This is an optimization exercise on Yosys and OpenROAD, whose aim is small area and a short achievable clock period, not a production implementation. Function was checked by simulation only, so behaviour that the tests miss may differ from the original.

==> build 69 <==
==> flow/design.v (excerpt) <==
module FilterPipe (
    input  wire         clk,
    input  wire         rst,
    input  wire         in_valid,
    input  wire [2:0]   op_code,
    input  wire [1:0]   matrix_size,
    input  wire [199:0] matrix_a,
    input  wire [199:0] matrix_b,
    input  wire [199:0] matrix_c,
    output reg          out_valid,
    output reg  [7:0]   result
);
    wire m2 = matrix_size[1] | matrix_size[0];
    wire m3 = matrix_size[1];
    wire m4 = matrix_size[1] & matrix_size[0];
    wire [199:0] am;
    genvar e;
    generate
        for (e = 0; e < 25; e = e + 1) begin : g_mask
            localparam integer R = e / 5;
            localparam integer C = e % 5;
            localparam integer MX = (R > C) ? R : C;
            if (MX <= 1) begin : g_all
                assign am[8*e +: 8] = matrix_a[8*e +: 8];
            end else if (MX == 2) begin : g_2
                assign am[8*e +: 8] = matrix_a[8*e +: 8] & {8{m2}};
            end else if (MX == 3) begin : g_3
                assign am[8*e +: 8] = matrix_a[8*e +: 8] & {8{m3}};
            end else begin : g_4
                assign am[8*e +: 8] = matrix_a[8*e +: 8] & {8{m4}};
            end
        end
    endgenerate
    reg         v_r, is6_r, is7_r;
    reg [199:0] a_r, b_r, c_r;
    always @(posedge clk) begin
        if (rst) v_r <= 1'b0;
        else     v_r <= in_valid;
        is6_r <= (op_code == 3'd6);
        is7_r <= (op_code == 3'd7);
        a_r   <= am;
        b_r   <= matrix_b;
        c_r   <= matrix_c;
    end
    wire [7:0] ax, ay;
    wire       satx, saty, negx;
    Coprocessor core (
        .am(a_r), .matrix_b(b_r), .matrix_c(c_r),
        .ax(ax), .ay(ay), .satx(satx), .saty(saty), .negx(negx)
    );
    reg        v_m, satx_m, saty_m, negx_m, is6_m, is7_m;
    reg [7:0]  ax_m, ay_m;
    always @(posedge clk) begin
        if (rst) v_m <= 1'b0;
        else     v_m <= v_r;
  ...
==> module FilterPipe, before the edit <==
module FilterPipe (
    input  wire         clk,
    input  wire         rst,
    input  wire         in_valid,
    input  wire [2:0]   op_code,
    input  wire [1:0]   matrix_size,
    input  wire [199:0] matrix_a,
    input  wire [199:0] matrix_b,
    input  wire [199:0] matrix_c,
    output reg          out_valid,
    output reg  [7:0]   result
);
    wire m2 = matrix_size[1] | matrix_size[0];
    wire m3 = matrix_size[1];
    wire m4 = matrix_size[1] & matrix_size[0];
    wire [199:0] am;
    genvar e;
    generate
        for (e = 0; e < 25; e = e + 1) begin : g_mask
            localparam integer R = e / 5;
            localparam integer C = e % 5;
            localparam integer MX = (R > C) ? R : C;
            if (MX <= 1) begin : g_all
                assign am[8*e +: 8] = matrix_a[8*e +: 8];
            end else if (MX == 2) begin : g_2
                assign am[8*e +: 8] = matrix_a[8*e +: 8] & {8{m2}};
            end else if (MX == 3) begin : g_3
                assign am[8*e +: 8] = matrix_a[8*e +: 8] & {8{m3}};
            end else begin : g_4
                assign am[8*e +: 8] = matrix_a[8*e +: 8] & {8{m4}};
            end
        end
    endgenerate
    reg         v_r, is6_r, is7_r;
    reg [199:0] a_r, b_r, c_r;
    always @(posedge clk) begin
        if (rst) v_r <= 1'b0;
        else     v_r <= in_valid;
        is6_r <= (op_code == 3'd6);
        is7_r <= (op_code == 3'd7);
        a_r   <= am;
        b_r   <= matrix_b;
        c_r   <= matrix_c;
    end
    wire [7:0] ax, ay;
    wire       satx, saty, negx;
    Coprocessor core (
        .am(a_r), .matrix_b(b_r), .matrix_c(c_r),
        .ax(ax), .ay(ay), .satx(satx), .saty(saty), .negx(negx)
    );
    reg        v_m, satx_m, saty_m, negx_m, is6_m, is7_m;
    reg [7:0]  ax_m, ay_m;
    always @(posedge clk) begin
        if (rst) v_m <= 1'b0;
        else     v_m <= v_r;
        satx_m <= satx;
        saty_m <= saty;
        negx_m <= negx;
        is6_m  <= is6_r;
        is7_m  <= is7_r;
        ax_m   <= ax;
        ay_m   <= ay;
    end
    wire [7:0] grad;
    sqrt sqrt_unit (.x(ax_m), .y(ay_m), .out(grad));
    wire [7:0] grad_s = (satx_m | saty_m) ? 8'd255 : grad;
    wire [7:0] lap    = negx_m ? 8'd0 : (satx_m ? 8'd255 : ax_m);
    always @(posedge clk) begin
        if (rst) out_valid <= 1'b0;
        else     out_valid <= v_m;
        result <= is6_m ? lap : (is7_m ? grad_s : 8'd0);
    end
endmodule
Settings: LEC_CHECK=0, CAP_MARGIN=20, CELL_PAD_IN_SITES_DETAIL_PLACEMENT=1, CORE_MARGIN=2, CORE_UTILIZATION=40, CTS_CLUSTER_DIAMETER=80, CTS_CLUSTER_SIZE=30, GPL_TIMING_DRIVEN=0, PLACE_DENSITY_LB_ADDON=0.1, SLEW_MARGIN=20, SYNTH_HIERARCHICAL=1; clock period 190.0 ns.
standard.sh (not shown) runs the stock make flow with config.mk's settings and CLKGATE_MAP_FILE= SYNTH_SCRIPT=/design/flow/synth_recipe.tcl, a recipe that flattens the netlist after the stock synthesis.
==> flow/flow/run.sh <==
#!/bin/bash
# The standard layout (the standard.sh: ORFS from synthesis to finish) with
# two changes: the buffers that ABC inserted are removed at floorplan
# (REMOVE_ABC_BUFFERS=1, as global placement is not timing driven here), and
# the port buffers that global placement inserts are sky130_fd_sc_hd__buf_1.
# make's output goes to standard.log; ORFS keeps each step's log under orfs/logs.
set -euo pipefail
export BUFFER_PORTS_ARGS="-buffer_cell sky130_fd_sc_hd__buf_1"
bash standard.sh REMOVE_ABC_BUFFERS=1 finish > standard.log 2>&1
==> inputs of build 57, as changes to build 69 <==
--- a/flow/design.v
+++ b/flow/design.v
@@ -5375,15 +5375,5 @@
     );
-    reg        v_m, satx_m, saty_m, negx_m, is6_m, is7_m;
-    reg [7:0]  ax_m, ay_m;
-    always @(posedge clk) begin
-        if (rst) v_m <= 1'b0;
-        else     v_m <= v_r;
-        satx_m <= satx;
-        saty_m <= saty;
-        negx_m <= negx;
-        is6_m  <= is6_r;
-        is7_m  <= is7_r;
-        ax_m   <= ax;
-        ay_m   <= ay;
-    end
+    wire       v_m = v_r, satx_m = satx, saty_m = saty, negx_m = negx;
+    wire       is6_m = is6_r, is7_m = is7_r;
+    wire [7:0] ax_m = ax, ay_m = ay;
     wire [7:0] grad;
==> flow/flow/run.sh (replaced) <==
#!/bin/bash
# The standard layout (the standard.sh: ORFS from synthesis to finish) with
# three changes:
#  - ABC maps the logic for a load of 1 (ABC_LOAD_IN_FF=1) instead of the
#    platform's 5, so it does not upsize the small AOI cells it maps;
#  - the buffers that ABC inserted are removed at floorplan
#    (REMOVE_ABC_BUFFERS=1, as global placement is not timing driven here);
#  - the port buffers that global placement inserts are sky130_fd_sc_hd__buf_1.
# make's output goes to standard.log; ORFS keeps each step's log under orfs/logs.
set -euo pipefail
export BUFFER_PORTS_ARGS="-buffer_cell sky130_fd_sc_hd__buf_1"
bash standard.sh ABC_LOAD_IN_FF=1 REMOVE_ABC_BUFFERS=1 finish > standard.log 2>&1
==> inputs of trial 9, as changes to build 69 <==
==> flow/flow/run.sh (replaced) <==
#!/bin/bash
# The standard layout (the standard.sh: ORFS from synthesis to finish) with
# three changes:
#  - ABC maps the logic for a load of 1 (ABC_LOAD_IN_FF=1) instead of the
#    platform's 5, so it does not upsize the small AOI cells it maps;
#  - the buffers that ABC inserted are removed at floorplan
#    (REMOVE_ABC_BUFFERS=1, as global placement is not timing driven here);
#  - the port buffers that global placement inserts are sky130_fd_sc_hd__buf_1.
# make's output goes to standard.log; ORFS keeps each step's log under orfs/logs.
set -euo pipefail
export BUFFER_PORTS_ARGS="-buffer_cell sky130_fd_sc_hd__buf_1"
bash standard.sh ABC_LOAD_IN_FF=1 REMOVE_ABC_BUFFERS=1 finish > standard.log 2>&1
==> results.json <==
{
  "nWellTaps": 2871,
  "multi_input_area_um2": 72520,
  "nNonClkBuffers": 623,
  "drtIter0Drc": 18930,
  "cp-endpoint": "result[5]",
  "status": "no timing/DRC/antenna violations",
  "fill_cells": 23010,
  "min_to": "out_valid",
  "clockBufferCount": 33,
  "dpl_worst_slack_ns": 150.53,
  "die_h_um": 472.6,
  "postPlaceCellArea_um2": 91200,
  "crit_arrival_ns": 1.23
}
# the run above: build 57

==> results.json <==
{
  "crit_arrival_ns": 1.25,
  "dpl_worst_slack_ns": 150.33,
  "multi_input_area_um2": 72490,
  "nNonClkBuffers": 623,
  "fill_cells": 23130,
  "postPlaceCellArea_um2": 91650,
  "nWellTaps": 2871,
  "min_to": "is6_m",
  "status": "no timing/DRC/antenna violations"
}
# the run above: trial 9

==> results.json <==
{
  "status": "no timing/DRC/antenna violations",
  "crit_arrival_ns": 1.20,
  "clockBufferCount": 39,
  "die_h_um": 475.8,
  "nNonClkBuffers": 624,
  "drtIter0Drc": 18020,
  "nWellTaps": 2975,
  "postPlaceCellArea_um2": 92550,
  "fill_cells": 23310
}
# the run above: build 69

afterwards: timing with drivers on the ports:
Ports are ideal in the flow. The routed layouts listed here were re-timed in OpenROAD. Step 1, drivers: a clkbuf_16 drives clk and a buf_2 each remaining input, both assumed. Step 2 also shifts input and output timing later by t, the mid clock arrival at the registers, as if the neighbouring blocks saw the same clock. a / b / c = no drivers / after step 1 / after step 2; a / b = the first two.
| run | t, ns | setup WS [ns] | worst setup path after step 2 | latest minus earliest clock arrival (ns) |
|---|---|---|---|---|
| build 69 | 0.802 | 150.800 / 150.695 / 150.351 | input to register | 0.032 / 0.031 |
| build 57 | 0.831 | 150.770 / 150.666 / 150.543 | input to register | 0.039 / 0.039 |
| trial 9 | 0.776 | 150.749 / 150.643 / 150.344 | input to register | 0.054 / 0.054 |
After both steps setup and hold are still met in every run listed. The setup slack of build 69, which loses most, moves by -0.105 ns with the drivers and by -0.449 ns with both steps.
